This is an optimization exercise on Yosys and OpenROAD, whose aim is small area and a short achievable clock period, not a production implementation. In this exercise RTL edits were held to simulation tests only and were not proved equivalent to the original. Power and IR drop assume default switching activity.

==> flow/design.v (outline; a module is shown in full before it is edited, if it fits) <==
// module ex2_1: 39 lines
// module ex2_1_add: 8 lines
// module ex2_1_tree: 1395 lines
module ex2_1 (
  input               clk, rst, validi,
  input        [31:0] data_in,
  output logic        valido,
  output logic [31:0] data_out
);
  // ...
==> flow/flow/run.sh <==
#!/bin/bash
# The standard layout (standard.sh), with two changes:
#  - after the standard synthesis, fapol.py removes inverters between full-adder
#    cells by choosing the polarity each full adder computes in (a full adder is
#    self-dual); registers and everything else are left as synthesis made them;
#  - port buffers start as the smallest buffer (repair sizes them up as needed);
#  - repair_timing is asked for a larger setup margin.
set -e
NET=$PWD/orfs/results/sky130hd/ex2_1/base/1_2_yosys.v
bash standard.sh $NET > synth.log 2>&1
cp $NET 1_2_yosys.orig.v
python3 flow/fapol.py 1_2_yosys.orig.v $NET > fapol.log 2>&1
export SETUP_SLACK_MARGIN=5.5
export BUFFER_PORTS_ARGS="-buffer_cell sky130_fd_sc_hd__buf_1"
bash standard.sh > standard.log 2>&1
==> flow/flow/fapol.py <==
#!/usr/bin/env python3
"""Remove inverters around full-adder cells in a mapped netlist.

A full adder is self-dual: FA(~a, ~b, ~c) = (~cout, ~sum). Synthesis leaves
inverters between full adders; this picks, for each full adder, whether it
computes on true or complemented signals so that as few inverters as
possible are needed, and rewrites the netlist accordingly.

usage: fapol.py in.v out.v
"""
import re
import sys
from collections import defaultdict

FA = 'sky130_fd_sc_hd__fa_1'
INV = ('sky130_fd_sc_hd__inv_1',)
OUTPINS = {'X', 'Y', 'Q', 'Q_N', 'SUM', 'COUT', 'HI', 'LO'}

src = open(sys.argv[1]).read()
cell_re = re.compile(r'^(\s*)(sky130_fd_sc_hd__\w+)\s+(\S+)\s*\((.*?)\);\n', re.M | re.S)
pin_re = re.compile(r'\.(\w+)\(((?:[^()]|\([^()]*\))*)\)')

cells = []   # [type, name, [(pin, net)], span]
for m in cell_re.finditer(src):
    pins = [(p, n.strip()) for p, n in pin_re.findall(m.group(4))]
    cells.append([m.group(2), m.group(3), pins, m.span()])

rest = cell_re.sub('', src)
rest = '\n'.join(l for l in rest.split('\n')
                 if not re.match(r'\s*(wire|input|output|inout|reg)\b', l))
outside = set()
for tok in re.findall(r'\\\S+ |[A-Za-z_][\w$]*(?:\[\d+\])?', rest):
    outside.add(tok.strip())

ports = set(re.findall(r'^\s*(?:input|output|inout)\s+(?:\[[^]]*\]\s*)?(\S+?)\s*;', src, re.M))


def is_port(n):
    return re.sub(r'\[\d+\]$', '', n) in ports


driver = {}
for ci, (typ, name, pins, _) in enumerate(cells):
    for p, n in pins:
        if p in OUTPINS:
            driver[n] = (ci, p)

# inverters that can be dissolved: output used only by cell pins
inv_of = {}   # out net -> in net
dissolve = set()
for ci, (typ, name, pins, _) in enumerate(cells):
    if typ in INV:
        d = dict(pins)
        if d['Y'] not in outside and not is_port(d['Y']) and d['Y']:
            inv_of[d['Y']] = d['A']
            dissolve.add(ci)


def resolve(n):
    par = 0
    seen = 0
    while n in inv_of and seen < 100:
        n = inv_of[n]
        par ^= 1
        seen += 1
    return n, par

fas = [ci for ci, c in enumerate(cells) if c[0] == FA]
fa_index = {ci: k for k, ci in enumerate(fas)}
flag = [0] * len(fas)
fixed = set()
for ci in fas:
    for p, n in cells[ci][2]:
        if p in OUTPINS and (n in outside or is_port(n)):
            fixed.add(fa_index[ci])

# consumers of each root: list of (fa k or None, parity)
cons = defaultdict(list)
for ci, (typ, name, pins, _) in enumerate(cells):
    if ci in dissolve:
        continue
    for p, n in pins:
        if p in OUTPINS:
            continue
        if not n or n.startswith("1'"):
            continue
        r, par = resolve(n)
        cons[r].append((fa_index.get(ci), par))
# nets used outside cells (ports, assigns) consume with parity 0 on their resolved root
for n in outside:
    r, par = resolve(n)
    cons[r].append((None, par))

root_drv = {}
for r in cons:
    d = driver.get(r)
    if d and d[0] in fa_index:
        root_drv[r] = fa_index[d[0]]

fa_roots = defaultdict(set)
for r, lst in cons.items():
    if r in root_drv:
        fa_roots[root_drv[r]].add(r)
    for k, _ in lst:
        if k is not None:
            fa_roots[k].add(r)


def root_cost(r):
    pd = flag[root_drv[r]] if r in root_drv else 0
    need = set()
    for k, par in cons[r]:
        pk = flag[k] if k is not None else 0
        need.add(par ^ pk ^ pd)
    return 1 if 1 in need else 0


def total():
    return sum(root_cost(r) for r in cons)

before = total()
import random
rng = random.Random(1)


def descend(order):
    improved = True
    it = 0
    while improved and it < 50:
        improved = False
        it += 1
        for k in order:
            rs = fa_roots[k]
            c0 = sum(root_cost(r) for r in rs)
            flag[k] ^= 1
            c1 = sum(root_cost(r) for r in rs)
            if c1 < c0 or (c1 == c0 and rng.random() < 0.3):
                improved = improved or c1 < c0
            else:
                flag[k] ^= 1

free = [k for k in range(len(fas)) if k not in fixed]
best = (before, list(flag))
for trial in range(60):
    if trial:
        flag[:] = best[1]
        for k in rng.sample(free, max(1, len(free) // 10)):
            flag[k] ^= 1
    order = list(free)
    rng.shuffle(order)
    descend(order)
    c = total()
    if c < best[0]:
        best = (c, list(flag))
flag[:] = best[1]
after = total()
sys.stderr.write(f'fapol: {len(fas)} full adders, {len(dissolve)} inverters dissolved, '
                 f'inverters needed {before} -> {after}, {sum(flag)} flipped\n')

# rewrite
newinv = {}
newwires = []
invcells = []


def inv_net(r):
    if r not in newinv:
        w = f'_fapol_{len(newinv)}_'
        newinv[r] = w
        newwires.append(w)
        invcells.append(f'  {INV[0]} _fapol_inv_{len(invcells)}_ (\n    .A({r if not r.startswith(chr(92)) else r + " "}),\n    .Y({w})\n  );\n')
    return newinv[r]


def fmt(n):
    return n + ' ' if n.startswith('\\') else n

out = []
pos = 0
for ci, (typ, name, pins, span) in enumerate(cells):
    out.append(src[pos:span[0]])
    pos = span[1]
    if ci in dissolve:
        continue
    k = fa_index.get(ci)
    pk = flag[k] if k is not None else 0
    newpins = []
    for p, n in pins:
        if p in OUTPINS or not n or n.startswith("1'"):
            newpins.append((p, n))
            continue
        r, par = resolve(n)
        pd = flag[root_drv[r]] if r in root_drv else 0
        if par ^ pk ^ pd:
            newpins.append((p, inv_net(r)))
        else:
            newpins.append((p, r))
    body = ',\n'.join(f'    .{p}({fmt(n)})' for p, n in newpins)
    out.append(f'  {typ} {name} (\n{body}\n  );\n')
out.append(src[pos:])
res = ''.join(out)
# nets used outside cells whose inverter was dissolved: drive them from the rewritten root
extra = []
for n in sorted(outside):
    if n in inv_of:
        r, par = resolve(n)
        pd = flag[root_drv[r]] if r in root_drv else 0
        extra.append(f'  assign {fmt(n)} = {fmt(inv_net(r)) if par ^ pd else fmt(r)};\n')
decl = ''.join(f'  wire {w};\n' for w in newwires)
i = res.rindex('endmodule')
res = res[:i] + ''.join(invcells) + ''.join(extra) + res[i:]
h = res.index(');', res.index('module ')) + 3
res = res[:h] + decl + res[h:]
open(sys.argv[2], 'w').write(res)
==> flow/standard.sh <==
#!/bin/bash
# synth_recipe.tcl (not shown) runs the flow's synth.tcl, then flattens the netlist and writes it again
# the make line also repeats each setting of config.mk as NAME=value (left out here)
make -C /OpenROAD-flow-scripts/flow DESIGN_CONFIG=/design/flow/config.mk WORK_HOME=/design/flow/orfs CLKGATE_MAP_FILE= SYNTH_SCRIPT=/design/flow/synth_recipe.tcl "${@:-finish}"
==> flow/config.mk <==
export PLATFORM = sky130hd
export DESIGN_NAME = ex2_1
export DESIGN_NICKNAME = ex2_1
export VERILOG_FILES = /design/flow/design.v
export SDC_FILE = /design/flow/constraint.sdc
export NUM_CORES = 4
export LEC_CHECK = 0
export CAP_MARGIN = 20
export CORE_MARGIN = 2
export CORE_UTILIZATION = 40
export SLEW_MARGIN = 20
export TNS_END_PERCENT = 5
==> flow/constraint.sdc <==
create_clock -name core_clock -period 10.0 [get_ports {clk}]
set_input_delay 2.0000 -clock core_clock [delete_from_list [all_inputs] [get_ports {clk}]]
set_output_delay 2.0000 -clock core_clock [all_outputs]
set_load 0.01 [all_outputs]
==> results.cfg, run 1 <==
[run_status]
status = finished clean

[power]
pwr-share-clk_pct = 9.2
p_per_area_mw_per_mm2 = 408
p_seq_share_pct = 13.8
p_switching_mw = 3.24
maxPowerGroup = combinational logic

[sta]
final_max_slew_viol_count = 0
fmax_ghz = 0.195
max-slew-margin-rel_pct = 42.8
setup_slack_ns = 4.88

[setup_path]
cp_max_fo = 7
endpoint = data_out[31]
reg2reg_to = q_r[20]$_DFF_P_
crit_path_top_delay_cell = a2111oi_4
r2r-start = two[2]$_DFF_P_

[clock_network]
postCtsHoldBufs = 0
clock-sinks = 130
path_clk_slew_ns = 0.06
clockBufferDepth = 2
cts_tree = built
insertion_delay_ns = 0.45

[yosys]
syn-num-nets = 1777
ys.warnings.count = 1
synth_cells = 1456
syn-cell-area_mm2 = 0.0149

[grt]
grt_pass1_vias = 11918
grt_overflow = 0

[finish]
drive_above_1_share_pct = 9.94
largest_reg_flops = 47
clock_buffers = 18
post-route-util_pct = 45.1
final-clk-cell-share_pct = 3.44
final_cell_area_mm2 = 0.0166
diodes = 0

[floorplan]
row_count = 70

[worst_hold_path]
hold_path_startpoint = h1$_DFF_PP0_

[place]
dp_slack_ns = 4.77
==> run 2: changes to the inputs <==
--- a/flow/config.mk
+++ b/flow/config.mk
@@ -8,2 +8,4 @@
 export CAP_MARGIN = 20
+export CELL_PAD_IN_SITES_DETAIL_PLACEMENT = 0
+export CELL_PAD_IN_SITES_GLOBAL_PLACEMENT = 0
 export CORE_MARGIN = 2
==> run 2 against run 1 <==
  * Worst hold slack unchanged
  * Cell area unchanged
  * Critical path type unchanged
  * Sequential power is essentially flat
  * Core utilization unchanged
  * Clock skew unchanged
  * First-iteration DRC count unchanged
  * Area after synthesis unchanged
  * Clock power is essentially flat
  * Critical path depth unchanged
  * Via count unchanged
  * Total power unchanged
  * Count of clock-buffer cells in the layout is the same
==> results.cfg, run 2 <==
[sta]
fmax_ghz = 0.195
fin_crit_ns = 5.12
max-slew-margin-rel_pct = 42.8
hold_viol = 0
fin_setup_tns_ns = 0
rsz0062_at_grt = yes
setup_viol = 0
tightest_slew_ns = 0.857
skew_ns = 0.00824
period_share_pct = 51.2
hold_ws_ns = 0.375
final_max_slew_viol_count = 0

[worst_hold_path]
hold_class = reg -> reg

[place]
placed_cell_area_mm2 = 0.0155
dp_hpwl_um = 30900
routabilityCongestion = 0.846
io_buffers = 67

[setup_path]
crit_path_top_delay_cell = a2111oi_4
critical_path.top_delay_family = compound AO/OA/AOI/OAI gates
cp-start-kind = flop
crit_arrival_ns = 3.12
cp_num_buf_inv = 4
crit_chain = buf_12 -> buf_8 -> ha_4 -> nand3_4 -> a2111oi_4 -> buf_6 -> o21ai_4 -> a2111oi_4 -> o311ai_2 -> xnor2_1 -> buf_2
crit_type = reg -> out
slowest_delay_ns = 0.46
r2r_slack_ns = 5.08
worstSetupEndpointType = primary output
cp_max_fo = 7
worstPathRequired_ns = 8.00
crit_path_frequent_cell = a2111oi_4

[yosys]
syn-num-nets = 1777
syn-cell-area_mm2 = 0.0149
ys.warnings.count = 1
syn_avg_cell_area_um2 = 10.2
synth_cells = 1456

[clock_network]
root_buffer = clkbuf_16
clock-sinks = 130
clockBufferDepth = 2
postCtsHoldBufs = 0
insertion_delay_ns = 0.45
path_clk_slew_ns = 0.06
cts_tree = built
cts_buffers = 17
htree_levels = 4

[run_status]
status = finished clean

[grt]
antenna_found_initial = 0
grt_start_max_net_pins = 36
grt_pass1_vias = 11918
grt_use_total_pct = 24.0
grt_overflow = 0
grt_pass1_wl_um = 70500

[floorplan]
die_w_um = 197
initial_core_util_pct = 40.7
ios = 68
dieHeight_um = 197
row_count = 70
core_area_mm2 = 0.0367
die_area_mm2 = 0.0389

[finish]
layout_common_cells = 256 x a22oi_1, 235 x xor2_1, 225 x fa_1
reg.largest.list = q_r (47), xa (32)
mostFrequentLayoutCell = a22oi_1
largest_reg_flops = 47
drive_above_1_share_pct = 9.94
top_register = q_r
final_cell_area_mm2 = 0.0166
diodes = 0
syn_to_final_growth_pct = 11.0
nets = 1777

[routing]
drt_drc_violations_left = 0
wl_per_cell_um = 23.1
vias = 11021
first_pass_iters = 6
viasPerCell = 5.69
postRouteAntennaNets = 0
drtIter0Drc = 1021
drt_wl_total_um = 44700

[flow_run]
drv_cap = 0

[power]
ir_drop_mv = 0.246
total_power_mw = 6.75
p_per_area_mw_per_mm2 = 408
power.leakage_nw = 6.63
[run 2: cell counts in the layout (fill, tap and decap cells not counted)]
Identical to the previous run, type by type.
[run 2: report_power, final]
part	switching [mW]	internal [mW]	total [mW]
registers	0.140	0.793	0.933
logic	2.83	2.37	5.20
clock network	0.267	0.351	0.618
total	3.24	3.51	6.75
[run 2: final timing paths]
check / start / end / depth (start not counted)
setup / recovery: xa[1]$_DFF_P_ / data_out[31] / 11
hold / removal: h1$_DFF_PP0_ / h2$_DFF_PP0_ / 0
setup reg to reg: two[2]$_DFF_P_ / q_r[20]$_DFF_P_ / 11
hold reg to reg: h1$_DFF_PP0_ / h2$_DFF_PP0_ / 0
max in group asynchronous: rst / valido$_DFF_PP0_ / 2
min in group asynchronous: rst / h1$_DFF_PP0_ / 2
[run 2: cell type report]
class,instances,area [µm²]
clock buffer,18,439
timing repair buffer,127,836
tap,468,586
fill,3456,20100
sequential,130,2630
clock inverter,14,130
multi-input combinational,1073,11500
inverter,107,409
[run 2: worst reg2reg max path, cell delays in order, from the launching register on]
cell and delay (ns):
dfxtp_1 0.81, buf_4 0.38, a22oi_1 0.15, xor2_1 0.19, fa_1 0.49, fa_1 0.52
fa_1 0.49, fa_1 0.52, fa_1 0.55, inv_1 0.04, ha_1 0.19, fa_1 0.48
[run 2: metal layers]
layer / vias up / share of wire, % / GRT usage (%)
li1: 4836 / - / -
met5: - / 0 / 0
met3: 89 / 7.0 / 5.02
met1: 5617 / 42 / 31.3
met2: 479 / 48 / 39.1
met4: 0 / 3.2 / 9.89
[run 2: what timing repair did]
action | 4_1_cts | 5_1_grt
setup buffers | 8 | 7
gates resized for setup | 25 | 21
endpoints found under the setup margin | 46 | 46
pin swaps | 7 | 14
gates cloned | 2 | 1
[run 2: through the flow]
step	utilization, %	setup WS, ns	std cells
after floorplan	-	5.47	1456
after global placement	42.4	4.83	1886
after detailed placement	42.4	4.77	1886
after CTS	44.6	4.70	1928
after global routing	45.1	4.75	1937
final	45.1	4.88	1937
==> run 3: changes to the inputs <==
--- a/flow/config.mk
+++ b/flow/config.mk
@@ -8,4 +8,2 @@
 export CAP_MARGIN = 20
-export CELL_PAD_IN_SITES_DETAIL_PLACEMENT = 0
-export CELL_PAD_IN_SITES_GLOBAL_PLACEMENT = 0
 export CORE_MARGIN = 2
@@ -13,2 +11,2 @@
 export SLEW_MARGIN = 20
-export TNS_END_PERCENT = 5
+export TNS_END_PERCENT = 20
==> run 3 against run 2 <==
  * Core utilization rose by 0.22 points
  * Die area did not move
  * Area after synthesis did not move
  * Worst setup slack improved by 0.033 ns
  * Cell count rose by 0.26%
  * Maximum frequency rose by 0.65%
  * Flip-flop and latch count did not move
  * Non-clock buffer count rose by 4
  * Global-route usage rose by 0.35 points
  * Count of clock-buffer cells in the layout did not move
  * Sequential power barely moved
  * Critical endpoint is now data_out[28]
  * Highest routed layer unchanged
==> results.cfg, run 3 <==
[sta]
rsz0062_at_grt = yes
hold_viol = 0
fin_crit_ns = 5.09
final_max_slew_viol_count = 0
setup_slack_ns = 4.91
period_share_pct = 50.9
tightest_slew_ns = 0.874
max-slew-margin-rel_pct = 41.6
fin_setup_tns_ns = 0
skew_ns = 0.00822
hold_ws_ns = 0.375
setup_viol = 0
fmax_ghz = 0.197

[power]
p_switching_mw = 3.25
p_per_area_mw_per_mm2 = 407
total_power_mw = 6.77
p_comb_share_pct = 77.1
p_seq_share_pct = 13.8
power.leakage_nw = 6.68
ir_drop_mv = 0.246
internal-power_mw = 3.53
power_switching_share_pct = 47.9
pwr-share-clk_pct = 9.1

[floorplan]
dieHeight_um = 197
ios = 68
core_area_mm2 = 0.0367
initial_core_util_pct = 40.7
die_area_mm2 = 0.0389
die_w_um = 197
row_count = 70

[clock_network]
path_clk_slew_ns = 0.06
root_buffer = clkbuf_16
cts_tree = built
clockBufferDepth = 2
clock-sinks = 130
insertion_delay_ns = 0.45
cts_buffers = 17
htree_levels = 4

[place]
placed_cell_area_mm2 = 0.0155
routabilityCongestion = 0.846
dp_slack_ns = 4.77
dp_hpwl_um = 30900
io_buffers = 67

[grt]
antenna_found_initial = 0
grt_use_total_pct = 24.4
grt_pass1_vias = 11953
grt_start_max_net_pins = 36
grt_overflow = 0
grt_pass1_wl_um = 71300

[setup_path]
ff2ff_path_depth = 11
crit_type = reg -> out
slowest_delay_ns = 0.59
reg2reg_to = q_r[30]$_DFF_P_
worstPathRequired_ns = 8.00
cp-start-kind = flop
crit_path_top_delay_cell = a2111o_2
r2r-start = xa[19]$_DFF_P_
crit_chain = buf_12 -> ha_4 -> inv_2 -> fa_2 -> and2b_2 -> o2111ai_4 -> a2111o_2 -> a41oi_4 -> a21o_1 -> xor2_2 -> buf_2
crit_arrival_ns = 3.09
cp_max_fo = 4
r2r_slack_ns = 5.08
worstSetupEndpointType = primary output

[routing]
postRouteAntennaNets = 0
wl_met3_um = 3080
drtIter0Drc = 994
m1WireLength_um = 18800
highest_layer = met4
wl_per_cell_um = 23.2
drt_drc_violations_left = 0
drt_wl_total_um = 45000
vias = 11165
first_pass_iters = 7
dr_wl_met2_um = 21700
viasPerCell = 5.75

[run_status]
status = finished clean

[finish]
largest_reg_flops = 47
top_register = q_r
nets = 1781
drive_above_1_share_pct = 10.7
layout_common_cells = 256 x a22oi_1, 235 x xor2_1, 225 x fa_1
syn_to_final_growth_pct = 11.5
final_cell_area_mm2 = 0.0166
n_fill_cell = 3442
mostFrequentLayoutCell = a22oi_1
reg.largest.list = q_r (47), xa (32)

[yosys]
synth_cells = 1456
syn_avg_cell_area_um2 = 10.2
syn-num-nets = 1777
syn-cell-area_mm2 = 0.0149
ys.warnings.count = 1

[worst_hold_path]
hold_path_startpoint = h1$_DFF_PP0_
hold_depth = 0
whs_endpoint = h2$_DFF_PP0_
hold_class = reg -> reg

[flow_run]
drv_cap = 0
-- run 3: critical path, delay by kind of cell (launching register included) --
kind,cells,cell delay (ns)
buffers and inverters,3,0.26
and+or+nand+nor,1,0.25
adders and majority gates,2,0.45
xor gates and xnor gates,1,0.12
AOI/OAI and AO/OA,4,1.18
DFF,1,0.36
-- run 3: power by group through the flow --
| stage | clock [mW] | sequential, mW | combinational, mW |
|---|---|---|---|
| 6_report | 0.618 | 0.935 | 5.22 |
| 5_1_grt | 0.661 | 0.950 | 6.09 |
| 4_1_cts | 0.634 | 0.934 | 5.30 |
| 3_5_place_dp | 0 | 0.942 | 5.20 |
| 3_3_place_gp | 0 | 0.940 | 5.09 |
| 2_1_floorplan | 0 | 0.866 | 3.88 |
-- run 3: layout make-up --
| type | instances | area (µm²) | share of cell area, % |
|---|---|---|---|
| antenna | 1 | 2.50 | 0.0150 |
| timing repair buffer | 131 | 885 | 5.32 |
| clock buffer | 18 | 439 | 2.64 |
| inverter | 107 | 409 | 2.46 |
| multi-input combinational | 1073 | 11600 | 69.4 |
| sequential | 130 | 2630 | 15.8 |
| clock inverter | 14 | 130 | 0.782 |
| tap | 468 | 586 | 3.52 |
-- run 3: what timing repair did --
| action | 4_1_cts | 5_1_grt |
|---|---|---|
| setup endpoints to repair | 46 | 45 |
| pin swaps | 15 | 17 |
| hold buffers | 0 | 0 |
| cloned | 3 | 0 |
| buffers inserted | 15 | 4 |
| gates resized for setup | 41 | 19 |
-- run 3: worst max path at each step --
stage               slack [ns]     startpoint               to  depth (start not counted)
finish                    4.91  xa[0]$_DFF_P_     data_out[28]                         11
CTS                       4.70  xa[0]$_DFF_P_     data_out[28]                         11
global route              4.79  xa[0]$_DFF_P_     data_out[30]                         11
detailed placement        4.77  xa[0]$_DFF_P_     data_out[30]                         11
floorplan                 5.47    data_in[28]  q_r[30]$_DFF_P_                          8
global placement          4.83  xa[0]$_DFF_P_     data_out[30]                         11
-- run 3: through the flow --
| step | std cells | utilization [%] |
|---|---|---|
| finish | 1942 | 45.3 |
| global route | 1941 | 45.3 |
| CTS | 1936 | 45.0 |
| detailed placement | 1886 | 42.4 |
| global placement | 1886 | 42.4 |
| floorplan | 1456 | - |
-- run 3: routing by layer --
layer,global-route usage [%],vias to the layer above
li1,-,4845
met4,9.91,0
met1,32.0,5754
met5,0,-
met2,39.5,481
met3,4.99,85
==> run 4: changes to the inputs <==
--- a/flow/flow/run.sh
+++ b/flow/flow/run.sh
@@ -12,3 +12,3 @@
 python3 flow/fapol.py 1_2_yosys.orig.v $NET > fapol.log 2>&1
-export SETUP_SLACK_MARGIN=5.5
+export SETUP_SLACK_MARGIN=5.2
 export BUFFER_PORTS_ARGS="-buffer_cell sky130_fd_sc_hd__buf_1"
==> run 4 against run 3 <==
  * Still clean
  * Via count about the same
  * Maximum frequency down 1.4%
  * Die area unchanged
  * First-iteration DRC count up 18%
  * Wire length up 1.0%
  * Count of clock-buffer cells in the layout unchanged
  * Critical path type unchanged
  * Largest cell class unchanged
  * Largest power group unchanged
  * Highest routed layer unchanged
==> results.cfg, run 4 <==
[sta]
hold_viol = 0
fmax_ghz = 0.194
final_max_slew_viol_count = 0
fin_crit_ns = 5.16
max-slew-margin-rel_pct = 45.9
period_share_pct = 51.6
setup_slack_ns = 4.84
rsz0062_at_grt = yes
skew_ns = 0.0161
fin_setup_tns_ns = 0
tightest_slew_ns = 0.809
setup_viol = 0

[power]
p_seq_share_pct = 14.0
p_switching_mw = 3.20
p_per_area_mw_per_mm2 = 400
power_switching_share_pct = 47.6
internal-power_mw = 3.52
ir_drop_mv = 0.297
p_comb_share_pct = 76.2
pwr-share-clk_pct = 9.8
power.leakage_nw = 6.72

[grt]
grt-busiest-layer = met2
met3_usage_pct = 4.87
grt_overflow = 0
grt_start_max_net_pins = 36
use_met1_pct = 32.4
grt_use_total_pct = 24.3
antenna_found_initial = 0
grt_pass1_vias = 11806
grt_pass1_wl_um = 70800
met2_usage_pct = 38.9

[finish]
syn_to_final_growth_pct = 12.7
diodes = 0
largest_reg_flops = 47
post-route-util_pct = 45.8
layout_common_cells = 246 x a22oi_1, 234 x xor2_1, 231 x fa_1
drive_above_1_share_pct = 12.3
top_register = q_r
final_cell_area_mm2 = 0.0168
mostFrequentLayoutCell = a22oi_1
n_fill_cell = 3376
reg.largest.list = q_r (47), xa (32)
nets = 1776

[clock_network]
root_buffer = clkbuf_16
path_clk_slew_ns = 0.06
clockBufferDepth = 2
clock-sinks = 130
htree_levels = 4
cts_buffers = 17
cts_tree = built
insertion_delay_ns = 0.46

[worst_hold_path]
hold_class = reg -> reg
hold_depth = 0

[setup_path]
worstSetupEndpointType = primary output
worstPathRequired_ns = 8.00
ff2ff_path_depth = 12
cp-start-kind = flop
crit_type = reg -> out
cp_max_fo = 4
crit_arrival_ns = 3.16

[place]
dp_slack_ns = 4.63
io_buffers = 67
dp_hpwl_um = 30800
placed_cell_area_mm2 = 0.0155
routabilityCongestion = 0.845

[floorplan]
core_area_mm2 = 0.0367
die_area_mm2 = 0.0389
row_count = 70
initial_core_util_pct = 40.7
ios = 68
dieHeight_um = 197
die_w_um = 197

[yosys]
syn_avg_cell_area_um2 = 10.2
ys.warnings.count = 1
syn-cell-area_mm2 = 0.0149
synth_cells = 1456
syn-num-nets = 1777

[routing]
drt_wl_total_um = 45400
drtIter0Drc = 1175
drt_drc_violations_left = 0
first_pass_iters = 6
viasPerCell = 5.78
postRouteAntennaNets = 0
vias = 11173
wl_per_cell_um = 23.5

[run_status]
status = finished clean

[flow_run]
drv_cap = 0
run 4: through the flow:
| step | hold slack (ns) | instances | total power [mW] |
|---|---|---|---|
| finish | 0.370 | 1934 | 6.72 |
| global route | 0.392 | 1934 | 7.74 |
| CTS | 0.375 | 1924 | 6.79 |
| detailed placement | 0.364 | 1886 | 6.03 |
| global placement | 0.358 | 1886 | 5.92 |
| floorplan | 0.346 | 1456 | 4.69 |
run 4: power by group through the flow:
stage	Clock [mW]	Sequential [mW]	Combinational [mW]
after global placement	0	0.939	4.98
after global routing	0.694	0.953	6.10
after detailed placement	0	0.940	5.09
after floorplan	0	0.865	3.83
final	0.659	0.939	5.12
after CTS	0.671	0.931	5.18
run 4: timing repair:
| action | in CTS | in global routing |
|---|---|---|
| resized for setup | 38 | 110 |
| pin swaps | 10 | 18 |
| hold endpoints to repair | 0 | 0 |
| endpoints found under the setup margin | 39 | 39 |
| hold buffers | 0 | 0 |
| gates cloned | 2 | 1 |
| buffers inserted | 6 | 9 |
run 4: path summary, 6_finish.rpt:
check	to	slack [ns]	startpoint
worst max register to register	q_r[26]$_DFF_P_	5.17	xa[7]$_DFF_P_
worst min register to register	h2$_DFF_PP0_	0.37	h1$_DFF_PP0_
max in group asynchronous	valido$_DFF_PP0_	8.49	rst
min in group asynchronous	h2$_DFF_PP0_	1.38	rst
worst max-delay path	data_out[26]	4.84	xa[0]$_DFF_P_
worst min-delay path	h2$_DFF_PP0_	0.37	h1$_DFF_PP0_
run 4: critical path, cell delays in order, from the launching register on:
cell and delay (ns):
dfxtp_4 0.36, buf_12 0.10, ha_4 0.12, inv_2 0.04, fa_2 0.35, and2b_2 0.27, o2111ai_4 0.18, a2111o_2 0.59
a41oi_4 0.23, buf_4 0.16, a21oi_2 0.04, xnor2_1 0.12, buf_2 0.14
run 4: per-layer routing:
metal | share of wire (%) | vias up
met4 | 4.4 | 0
met1 | 41 | 5681
met2 | 47 | 546
met3 | 7.7 | 112
met5 | 0 | -
li1 | - | 4834
run 4: final cells by class:
cell class / instances / area (µm²) / share of cell area, %
Clock buffer: 18 / 439 / 2.61
Sequential cell: 130 / 2690 / 16.0
Multi-Input combinational cell: 1073 / 11600 / 69.0
Timing Repair Buffer: 126 / 940 / 5.59
Clock inverter: 12 / 159 / 0.945
Tap cell: 468 / 586 / 3.48
Inverter: 107 / 402 / 2.39

-- separate check: timing with driven ports --
How much do the figures lean on ideal ports? The routed layouts below were timed once more, with nothing changed but the port constraints. Step 1 sets driving cells, clkbuf_16 on the clock port and buf_2 on the other inputs (assumed; they add their load-dependent delay and slew). Step 2 adds t to the input delays and takes it off the output delays; t is the mean of the earliest and latest rising clock arrival at the registers after step 1. Input paths then give back, and output paths get back, about the clock's delay inside the block. Slacks: ideal ports / drivers / drivers and shift; pairs: ideal ports / drivers.
run	t (ns)	setup slack, ns	pins driven straight from the clock port
run 1	0.502	4.882 / 4.828 / 5.075	1
run 2	0.502	4.882 / 4.828 / 5.075	1
run 3	0.503	4.915 / 4.860 / 5.080	1
run 4	0.503	4.842 / 4.790 / 4.840	1
After both steps setup and hold are still met in every run listed. The setup slack of run 4, which loses most, moves by -0.052 ns with the drivers and by -0.002 ns with both steps.
